Source: an optimization exercise on an open RTL-to-GDS flow (aim: small area and a short achievable clock period). Production flows keep margins and buffers that such runs may drop.
Function was checked by simulation only, so behaviour that the tests miss may differ from the original.
Power and IR drop assume default switching activity.

==> inputs of job 2320 <==
Design F_Mul, start of the top module:
module F_Mul #(
    parameter DATA_W = 32
    )
   (
   input clk,
   input rst,
   input running,
   input [DATA_W-1:0] in0,
   input [DATA_W-1:0] in1,
   (* versat_latency = 4 *) output [DATA_W-1:0] out0
   );
clock: 10.0 ns
lec_check: 0
cap_margin: 20
core_margin: 2
core_utilization: 40
slew_margin: 20
standard.sh (not shown) runs the stock make flow with config.mk's settings and CLKGATE_MAP_FILE= SYNTH_SCRIPT=/design/flow/synth_recipe.tcl, a recipe that flattens the netlist after the stock synthesis.
==> flow/flow/run.sh <==
#!/bin/bash
# Standard ORFS flow with one extra step between synthesis and floorplan:
# flow/invpush.py re-polarises full adders in the synthesised netlist to drop
# the inverters Yosys' extract_fa leaves between them (registers untouched).
# Ports are buffered with buf_1 (resized later by repair) and timing repair
# aims for 5.5 ns of setup slack.
set -euo pipefail
R=$(pwd)/orfs/results/${FLOW_PLATFORM}/F_Mul/base
bash standard.sh "$R/1_2_yosys.v" > synth.log 2>&1
cp "$R/1_2_yosys.v" yosys_orig.v
python3 flow/invpush.py yosys_orig.v "$R/1_2_yosys.v" > invpush.log 2>&1
bash standard.sh finish SETUP_SLACK_MARGIN=5.5 BUFFER_PORTS_ARGS="-buffer_cell sky130_fd_sc_hd__buf_1" > layout.log 2>&1
==> flow/flow/invpush.py <==
#!/usr/bin/env python3
"""Re-polarise full adders in a mapped sky130 netlist to remove inverters.

A full adder is self-dual: FA(~a,~b,~c) = (~s, ~co).  Yosys' extract_fa leaves
an inverter on many adder-to-adder nets.  This pass chooses, for each fa cell,
whether it computes the true or the complemented outputs so that as few nets as
possible need an inverter, removes the inverters that only served the adder
network and adds one inverter per net that still needs the other polarity.
usage: invpush.py in.v out.v
"""
import re, sys, collections

src = open(sys.argv[1]).read()
m = re.search(r'\bmodule\s+(\S+)\s*\(', src)
body_start = src.index(';', m.end()) + 1
end = src.rindex('endmodule')
header = src[:body_start]
body = src[body_start:end]

cell_re = re.compile(r'^\s*(sky130_fd_sc_hd__\w+)\s+(\\\S+\s|\S+)\s*\((.*?)\);\s*$', re.S | re.M)
pin_re = re.compile(r'\.(\w+)\(\s*(.*?)\s*\)\s*(?:,|$)', re.S)

items = []      # ('text', str) or ('cell', [type, name, [(pin, net)]])
pos = 0
for cm in cell_re.finditer(body):
    if cm.start() > pos:
        items.append(('text', body[pos:cm.start()]))
    typ, name, pins = cm.group(1), cm.group(2).strip(), cm.group(3)
    pl = [(p, n.strip()) for p, n in pin_re.findall(pins)]
    items.append(('cell', [typ, name, pl]))
    pos = cm.end()
items.append(('text', body[pos:]))

ports = set()
for pm in re.finditer(r'^\s*(input|output)\s*(\[(\d+):(\d+)\])?\s*([^;]+);', src, re.M):
    names = [x.strip() for x in pm.group(5).split(',')]
    for nm in names:
        if pm.group(2):
            hi, lo = int(pm.group(3)), int(pm.group(4))
            for i in range(min(hi, lo), max(hi, lo) + 1):
                ports.add('%s[%d]' % (nm, i))
        ports.add(nm)

OUT = {'X', 'Y', 'Q', 'Q_N', 'SUM', 'COUT', 'HI', 'LO'}
def is_inv(t): return re.match(r'sky130_fd_sc_hd__(clk)?inv_\d+$', t) is not None
def is_buf(t): return re.match(r'sky130_fd_sc_hd__(clk)?buf_\d+$', t) is not None
def is_fa(t): return re.match(r'sky130_fd_sc_hd__fa_\d+$', t) is not None
def is_xor(t): return re.match(r'sky130_fd_sc_hd__x(n)?or2_\d+$', t) is not None

cells = [it[1] for it in items if it[0] == 'cell']
driver = {}
for ci, (t, n, pl) in enumerate(cells):
    for p, net in pl:
        if p in OUT:
            driver[net] = ci

# inverters that may be collapsed: output not a port
inv_in = {}
def collapsible(c):
    t, n, pl = c
    if not (is_inv(t) or is_buf(t)): return False
    d = dict(pl)
    return (d.get('Y', d.get('X')) not in ports)
for ci, c in enumerate(cells):
    if collapsible(c):
        d = dict(c[2])
        if is_inv(c[0]):
            inv_in[d['Y']] = (d['A'], 1)
        else:
            inv_in[d['X']] = (d['A'], 0)

def lit(net):
    par = 0
    seen = 0
    while net in inv_in and seen < 100:
        net, q = inv_in[net]; par ^= q; seen += 1
    return net, par

fas = [ci for ci, c in enumerate(cells) if is_fa(c[0]) or is_xor(c[0])]
infl = [is_fa(cells[ci][0]) for ci in fas]   # inputs flip too (full adders)
fa_idx = {ci: k for k, ci in enumerate(fas)}
phi = [0] * len(fas)
flippable = [True] * len(fas)
for k, ci in enumerate(fas):
    for p, net in cells[ci][2]:
        if p in OUT and net in ports:
            flippable[k] = False

# loads per base net: list of (cell index, pin, parity)
loads = collections.defaultdict(list)
for ci, (t, n, pl) in enumerate(cells):
    if collapsible(cells[ci]):
        continue
    for p, net in pl:
        if p in OUT: continue
        b, par = lit(net)
        loads[b].append((ci, p, par))

def base_phase(b):
    ci = driver.get(b)
    if ci is not None and ci in fa_idx:
        return phi[fa_idx[ci]]
    return 0

def need(b):
    """1 if base net b needs an inverted copy."""
    av = base_phase(b)
    for ci, p, par in loads[b]:
        req = par ^ (phi[fa_idx[ci]] if ci in fa_idx and infl[fa_idx[ci]] else 0)
        if req != av:
            return 1
    return 0

def touched(k):
    ci = fas[k]
    s = set()
    for p, net in cells[ci][2]:
        if p in OUT:
            s.add(net)
        elif infl[k]:
            s.add(lit(net)[0])
    return s

before = sum(need(b) for b in list(loads))
changed = True
it = 0
while changed and it < 50:
    changed = False; it += 1
    for k in range(len(fas)):
        if not flippable[k]: continue
        ts = touched(k)
        c0 = sum(need(b) for b in ts)
        phi[k] ^= 1
        c1 = sum(need(b) for b in ts)
        if c1 < c0:
            changed = True
        else:
            phi[k] ^= 1
import random
random.seed(1)
cur = sum(need(b) for b in list(loads))
best = cur; bestphi = list(phi)
flip_ok = [k for k in range(len(fas)) if flippable[k]]
T = 1.0
for step in range(300000):
    k = random.choice(flip_ok)
    ts = touched(k)
    c0 = sum(need(b) for b in ts)
    phi[k] ^= 1
    c1 = sum(need(b) for b in ts)
    d = c1 - c0
    if d <= 0 or random.random() < pow(2.718, -d / T):
        cur += d
        if cur < best:
            best = cur; bestphi = list(phi)
    else:
        phi[k] ^= 1
    T = max(0.02, 1.0 * (1 - step / 250000.0))
phi[:] = bestphi
after = sum(need(b) for b in list(loads))
n_old_inv = sum(1 for c in cells if collapsible(c))
sys.stderr.write("invpush: %d fa, %d flipped, collapsible inverters %d, inverted nets needed before %d after %d\n"
                 % (len(fas), sum(phi), n_old_inv, before, after))

# rebuild
newinv = {}
newwires = []
def inv_of(b):
    if b not in newinv:
        nm = '_invp%d_' % len(newinv)
        newinv[b] = nm
        newwires.append(nm)
    return newinv[b]

# nets driven by a flipped cell carry the complement now: rename them
ren = {}
for k, ci in enumerate(fas):
    if phi[k]:
        for p, net in cells[ci][2]:
            if p in OUT:
                ren[net] = '_ipn%d_' % len(ren)
                newwires.append(ren[net])
R = lambda x: ren.get(x, x)
for ci, (t, n, pl) in enumerate(cells):
    if collapsible(cells[ci]):
        continue
    newpl = []
    for p, net in pl:
        if p in OUT:
            newpl.append((p, R(net))); continue
        b, par = lit(net)
        req = par ^ (phi[fa_idx[ci]] if ci in fa_idx and infl[fa_idx[ci]] else 0)
        newpl.append((p, R(b) if req == base_phase(b) else inv_of(b)))
    cells[ci][2] = newpl
    if ci in fa_idx and phi[fa_idx[ci]] and is_xor(t):
        cells[ci][0] = t.replace('xnor2', 'XOR2').replace('xor2', 'xnor2').replace('XOR2', 'xor2')
        op = 'Y' if 'xnor2' in cells[ci][0] else 'X'
        cells[ci][2] = [(op if p in ('X', 'Y') else p, net) for p, net in cells[ci][2]]

def esc(x):
    return x + ' ' if x.startswith('\\') else x
out = [header]
out.append('\n' + ''.join('  wire %s;\n' % w for w in newwires))
k = 0
for kind, v in items:
    if kind == 'text':
        out.append(v)
    else:
        t, n, pl = v
        if collapsible(v):
            continue
        out.append('  %s %s (\n%s\n  );\n' % (t, n if not n.startswith('\\') else n + ' ', ',\n'.join('    .%s(%s)' % (p, esc(net)) for p, net in pl)))
for b, nm in newinv.items():
    out.append('  sky130_fd_sc_hd__inv_1 _invpc%s (\n    .A(%s),\n    .Y(%s)\n  );\n' % (nm[5:], esc(R(b)), nm))
out.append('endmodule\n')
open(sys.argv[2], 'w').write(''.join(out))
==> inputs of job 9150, as changes to job 2320 <==
--- a/flow/flow/invpush.py
+++ b/flow/flow/invpush.py
@@ -45,6 +45,7 @@
 def is_inv(t): return re.match(r'sky130_fd_sc_hd__(clk)?inv_\d+$', t) is not None
 def is_buf(t): return re.match(r'sky130_fd_sc_hd__(clk)?buf_\d+$', t) is not None
 def is_fa(t): return re.match(r'sky130_fd_sc_hd__fa_\d+$', t) is not None
+def is_ha(t): return re.match(r'sky130_fd_sc_hd__ha_1$', t) is not None
 def is_xor(t): return re.match(r'sky130_fd_sc_hd__x(n)?or2_\d+$', t) is not None
 
 cells = [it[1] for it in items if it[0] == 'cell']
@@ -76,8 +77,9 @@
         net, q = inv_in[net]; par ^= q; seen += 1
     return net, par
 
-fas = [ci for ci, c in enumerate(cells) if is_fa(c[0]) or is_xor(c[0])]
-infl = [is_fa(cells[ci][0]) for ci in fas]   # inputs flip too (full adders)
+fas = [ci for ci, c in enumerate(cells) if is_fa(c[0]) or is_xor(c[0]) or is_ha(c[0])]
+infl = [is_fa(cells[ci][0]) or is_ha(cells[ci][0]) for ci in fas]   # inputs flip
+outfl = [not is_ha(cells[ci][0]) for ci in fas]                     # outputs flip
 fa_idx = {ci: k for k, ci in enumerate(fas)}
 phi = [0] * len(fas)
 flippable = [True] * len(fas)
@@ -98,7 +100,7 @@
 
 def base_phase(b):
     ci = driver.get(b)
-    if ci is not None and ci in fa_idx:
+    if ci is not None and ci in fa_idx and outfl[fa_idx[ci]]:
         return phi[fa_idx[ci]]
     return 0
 
@@ -116,7 +118,7 @@
     s = set()
     for p, net in cells[ci][2]:
         if p in OUT:
-            s.add(net)
+            if outfl[k]: s.add(net)
         elif infl[k]:
             s.add(lit(net)[0])
     return s
@@ -175,7 +177,7 @@
 # nets driven by a flipped cell carry the complement now: rename them
 ren = {}
 for k, ci in enumerate(fas):
-    if phi[k]:
+    if phi[k] and outfl[k]:
         for p, net in cells[ci][2]:
             if p in OUT:
                 ren[net] = '_ipn%d_' % len(ren)
@@ -209,6 +211,11 @@
         t, n, pl = v
         if collapsible(v):
             continue
+        if is_ha(t) and cells.index(v) in fa_idx and phi[fa_idx[cells.index(v)]]:
+            d = dict(pl)
+            out.append('  sky130_fd_sc_hd__xor2_1 %s (\n    .A(%s),\n    .B(%s),\n    .X(%s)\n  );\n' % (n + '_hx' if not n.startswith('\\') else n + '_hx ', esc(d['A']), esc(d['B']), esc(d['SUM'])))
+            out.append('  sky130_fd_sc_hd__nor2_1 %s (\n    .A(%s),\n    .B(%s),\n    .Y(%s)\n  );\n' % (n + '_hn' if not n.startswith('\\') else n + '_hn ', esc(d['A']), esc(d['B']), esc(d['COUT'])))
+            continue
         out.append('  %s %s (\n%s\n  );\n' % (t, n if not n.startswith('\\') else n + ' ', ',\n'.join('    .%s(%s)' % (p, esc(net)) for p, net in pl)))
 for b, nm in newinv.items():
     out.append('  sky130_fd_sc_hd__inv_1 _invpc%s (\n    .A(%s),\n    .Y(%s)\n  );\n' % (nm[5:], esc(R(b)), nm))
Settings changed: CTS_CLUSTER_DIAMETER set to 60, CTS_CLUSTER_SIZE set to 35, GPL_TIMING_DRIVEN set to 0.
==> inputs of job 5697, as changes to job 2320 <==
--- a/flow/flow/run.sh
+++ b/flow/flow/run.sh
@@ -9,4 +9,4 @@
 bash standard.sh "$R/1_2_yosys.v" > synth.log 2>&1
 cp "$R/1_2_yosys.v" yosys_orig.v
 python3 flow/invpush.py yosys_orig.v "$R/1_2_yosys.v" > invpush.log 2>&1
-bash standard.sh finish SETUP_SLACK_MARGIN=5.5 BUFFER_PORTS_ARGS="-buffer_cell sky130_fd_sc_hd__buf_1" > layout.log 2>&1
+bash standard.sh finish SETUP_SLACK_MARGIN=5.4 BUFFER_PORTS_ARGS="-buffer_cell sky130_fd_sc_hd__buf_1" > layout.log 2>&1
--- a/flow/flow/invpush.py
+++ b/flow/flow/invpush.py
@@ -45,6 +45,7 @@
 def is_inv(t): return re.match(r'sky130_fd_sc_hd__(clk)?inv_\d+$', t) is not None
 def is_buf(t): return re.match(r'sky130_fd_sc_hd__(clk)?buf_\d+$', t) is not None
 def is_fa(t): return re.match(r'sky130_fd_sc_hd__fa_\d+$', t) is not None
+def is_ha(t): return re.match(r'sky130_fd_sc_hd__ha_1$', t) is not None
 def is_xor(t): return re.match(r'sky130_fd_sc_hd__x(n)?or2_\d+$', t) is not None
 
 cells = [it[1] for it in items if it[0] == 'cell']
@@ -76,8 +77,9 @@
         net, q = inv_in[net]; par ^= q; seen += 1
     return net, par
 
-fas = [ci for ci, c in enumerate(cells) if is_fa(c[0]) or is_xor(c[0])]
-infl = [is_fa(cells[ci][0]) for ci in fas]   # inputs flip too (full adders)
+fas = [ci for ci, c in enumerate(cells) if is_fa(c[0]) or is_xor(c[0]) or is_ha(c[0])]
+infl = [is_fa(cells[ci][0]) or is_ha(cells[ci][0]) for ci in fas]   # inputs flip
+outfl = [not is_ha(cells[ci][0]) for ci in fas]                     # outputs flip
 fa_idx = {ci: k for k, ci in enumerate(fas)}
 phi = [0] * len(fas)
 flippable = [True] * len(fas)
@@ -98,7 +100,7 @@
 
 def base_phase(b):
     ci = driver.get(b)
-    if ci is not None and ci in fa_idx:
+    if ci is not None and ci in fa_idx and outfl[fa_idx[ci]]:
         return phi[fa_idx[ci]]
     return 0
 
@@ -116,7 +118,7 @@
     s = set()
     for p, net in cells[ci][2]:
         if p in OUT:
-            s.add(net)
+            if outfl[k]: s.add(net)
         elif infl[k]:
             s.add(lit(net)[0])
     return s
@@ -175,7 +177,7 @@
 # nets driven by a flipped cell carry the complement now: rename them
 ren = {}
 for k, ci in enumerate(fas):
-    if phi[k]:
+    if phi[k] and outfl[k]:
         for p, net in cells[ci][2]:
             if p in OUT:
                 ren[net] = '_ipn%d_' % len(ren)
@@ -209,6 +211,11 @@
         t, n, pl = v
         if collapsible(v):
             continue
+        if is_ha(t) and cells.index(v) in fa_idx and phi[fa_idx[cells.index(v)]]:
+            d = dict(pl)
+            out.append('  sky130_fd_sc_hd__xor2_1 %s (\n    .A(%s),\n    .B(%s),\n    .X(%s)\n  );\n' % (n + '_hx' if not n.startswith('\\') else n + '_hx ', esc(d['A']), esc(d['B']), esc(d['SUM'])))
+            out.append('  sky130_fd_sc_hd__nor2_1 %s (\n    .A(%s),\n    .B(%s),\n    .Y(%s)\n  );\n' % (n + '_hn' if not n.startswith('\\') else n + '_hn ', esc(d['A']), esc(d['B']), esc(d['COUT'])))
+            continue
         out.append('  %s %s (\n%s\n  );\n' % (t, n if not n.startswith('\\') else n + ' ', ',\n'.join('    .%s(%s)' % (p, esc(net)) for p, net in pl)))
 for b, nm in newinv.items():
     out.append('  sky130_fd_sc_hd__inv_1 _invpc%s (\n    .A(%s),\n    .Y(%s)\n  );\n' % (nm[5:], esc(R(b)), nm))
Settings changed: CTS_CLUSTER_DIAMETER set to 80, CTS_CLUSTER_SIZE set to 30, GPL_TIMING_DRIVEN set to 0.
==> inputs of job 677, as changes to job 2320 <==
--- a/flow/flow/run.sh
+++ b/flow/flow/run.sh
@@ -9,4 +9,4 @@
 bash standard.sh "$R/1_2_yosys.v" > synth.log 2>&1
 cp "$R/1_2_yosys.v" yosys_orig.v
 python3 flow/invpush.py yosys_orig.v "$R/1_2_yosys.v" > invpush.log 2>&1
-bash standard.sh finish SETUP_SLACK_MARGIN=5.5 BUFFER_PORTS_ARGS="-buffer_cell sky130_fd_sc_hd__buf_1" > layout.log 2>&1
+bash standard.sh finish SETUP_SLACK_MARGIN=5.6 BUFFER_PORTS_ARGS="-buffer_cell sky130_fd_sc_hd__buf_1" > layout.log 2>&1
--- a/flow/flow/invpush.py
+++ b/flow/flow/invpush.py
@@ -45,6 +45,7 @@
 def is_inv(t): return re.match(r'sky130_fd_sc_hd__(clk)?inv_\d+$', t) is not None
 def is_buf(t): return re.match(r'sky130_fd_sc_hd__(clk)?buf_\d+$', t) is not None
 def is_fa(t): return re.match(r'sky130_fd_sc_hd__fa_\d+$', t) is not None
+def is_ha(t): return re.match(r'sky130_fd_sc_hd__ha_1$', t) is not None
 def is_xor(t): return re.match(r'sky130_fd_sc_hd__x(n)?or2_\d+$', t) is not None
 
 cells = [it[1] for it in items if it[0] == 'cell']
@@ -76,8 +77,9 @@
         net, q = inv_in[net]; par ^= q; seen += 1
     return net, par
 
-fas = [ci for ci, c in enumerate(cells) if is_fa(c[0]) or is_xor(c[0])]
-infl = [is_fa(cells[ci][0]) for ci in fas]   # inputs flip too (full adders)
+fas = [ci for ci, c in enumerate(cells) if is_fa(c[0]) or is_xor(c[0]) or is_ha(c[0])]
+infl = [is_fa(cells[ci][0]) or is_ha(cells[ci][0]) for ci in fas]   # inputs flip
+outfl = [not is_ha(cells[ci][0]) for ci in fas]                     # outputs flip
 fa_idx = {ci: k for k, ci in enumerate(fas)}
 phi = [0] * len(fas)
 flippable = [True] * len(fas)
@@ -98,7 +100,7 @@
 
 def base_phase(b):
     ci = driver.get(b)
-    if ci is not None and ci in fa_idx:
+    if ci is not None and ci in fa_idx and outfl[fa_idx[ci]]:
         return phi[fa_idx[ci]]
     return 0
 
@@ -116,7 +118,7 @@
     s = set()
     for p, net in cells[ci][2]:
         if p in OUT:
-            s.add(net)
+            if outfl[k]: s.add(net)
         elif infl[k]:
             s.add(lit(net)[0])
     return s
@@ -175,7 +177,7 @@
 # nets driven by a flipped cell carry the complement now: rename them
 ren = {}
 for k, ci in enumerate(fas):
-    if phi[k]:
+    if phi[k] and outfl[k]:
         for p, net in cells[ci][2]:
             if p in OUT:
                 ren[net] = '_ipn%d_' % len(ren)
@@ -209,6 +211,11 @@
         t, n, pl = v
         if collapsible(v):
             continue
+        if is_ha(t) and cells.index(v) in fa_idx and phi[fa_idx[cells.index(v)]]:
+            d = dict(pl)
+            out.append('  sky130_fd_sc_hd__xor2_1 %s (\n    .A(%s),\n    .B(%s),\n    .X(%s)\n  );\n' % (n + '_hx' if not n.startswith('\\') else n + '_hx ', esc(d['A']), esc(d['B']), esc(d['SUM'])))
+            out.append('  sky130_fd_sc_hd__nor2_1 %s (\n    .A(%s),\n    .B(%s),\n    .Y(%s)\n  );\n' % (n + '_hn' if not n.startswith('\\') else n + '_hn ', esc(d['A']), esc(d['B']), esc(d['COUT'])))
+            continue
         out.append('  %s %s (\n%s\n  );\n' % (t, n if not n.startswith('\\') else n + ' ', ',\n'.join('    .%s(%s)' % (p, esc(net)) for p, net in pl)))
 for b, nm in newinv.items():
     out.append('  sky130_fd_sc_hd__inv_1 _invpc%s (\n    .A(%s),\n    .Y(%s)\n  );\n' % (nm[5:], esc(R(b)), nm))
Settings changed: CTS_CLUSTER_DIAMETER set to 80, CTS_CLUSTER_SIZE set to 30, GPL_TIMING_DRIVEN set to 0.
==> comparison <==
Between job 2320 and job 5697, the lower sequential power is in job 2320 (gap about 10%, measured against job 5697). The lowest design area belongs to job 5697, the highest to job 2320. Between job 677 and job 2320, the lower first-iteration DRC count is in job 2320 (gap 10%, measured against job 2320). The highest non-clock buffer count belongs to job 2320, the lowest to job 5697. Global-route usage, highest first: job 677, job 9150, job 5697, job 2320. Sequential cell count is the same in job 677 and job 5697. Of job 677 and job 2320, job 677 has the higher synthesized cell count (gap about 0.8%, measured against job 2320). Against job 2320, the register-to-register slack of job 677 is higher by 0.03 ns. The highest clock power belongs to job 2320, the lowest to job 5697.
==> figures <==
metric	job 677	job 2320	job 5697	job 9150
Worst setup path start	running	running	bneg[4]	running
Number of filler cells placed in the layout	4,235	4,211	4,281	4,250
Fraction of layout cells with a size suffix above 1	0.0861	0.0717	0.0623	0.0793
Power drawn by the combinational cells	3.83 mW	3.88 mW	3.82 mW	3.83 mW
Num CTS Buffers	15	25	14	20
Crit path required time	8.00 ns	8.00 ns	10.39 ns	8.00 ns
Highest metal layer used by the detailed router	met5	met4	met4	met4
Fraction of area in multi-input gates	0.673	0.655	0.678	0.669
Startpoint of the most critical hold path	z1	s1	e1[2]	e1[0]
Number of nets in the finished design	2,192	2,245	2,173	2,190
Achievable clock frequency	0.228 GHz	0.226 GHz	0.216 GHz	0.226 GHz
Sequential fraction of design power	0.254	0.220	0.255	0.250
Initial standard-cell utilization of the core	0.402	0.403	0.402	0.402
Antenna fix cells	0	0	1	1
Crit path depth	3	3	9	3
Width of the chip	217 um	217 um	217 um	217 um
Run status	no timing/DRC/antenna violations	no timing/DRC/antenna violations	no timing/DRC/antenna violations	no timing/DRC/antenna violations
Vias per inst	5.80	5.71	5.81	5.81
Sequential fraction of total cell area	0.217	0.209	0.220	0.217
Switching power	2.69 mW	2.66 mW	2.68 mW	2.73 mW

-- afterwards: timing with drivers on the ports --
The results above use ideal ports. As a check the final layouts listed here were re-extracted and re-timed, cells and wires unchanged.
Step 1: set_driving_cell puts a clkbuf_16 on clk and a buf_2 on each other input, an assumption about the parent block.
Step 2, shift: input delay + t, output delay - t, t = (earliest + latest rising clock arrival at the registers) / 2. This alone moves slack from input paths to output paths.
a / b / c = no drivers / after step 1 / after step 2; a / b = the first two.
| run | t, ns | setup WS [ns] | hold WS [ns] | worst setup path at the end | latest minus earliest clock arrival (ns) |
|---|---|---|---|---|---|
| job 2320 | 0.624 | 5.574 / 5.520 / 5.203 | 0.326 / 0.326 / 0.326 | input to register | 0.038 / 0.038 |
| job 9150 | 0.587 | 5.575 / 5.523 / 5.336 | 0.329 / 0.329 / 0.329 | input to register | 0.013 / 0.014 |
| job 5697 | 0.565 | 5.371 / 5.371 / 5.088 | 0.337 / 0.337 / 0.337 | input to register | 0.041 / 0.042 |
| job 677 | 0.575 | 5.616 / 5.409 / 5.324 | 0.334 / 0.334 / 0.334 | input to register | 0.034 / 0.033 |
After both steps every run listed still meets setup and hold. The setup slack of job 2320, which loses most, moves by -0.054 ns with the drivers and by -0.371 ns with both steps.
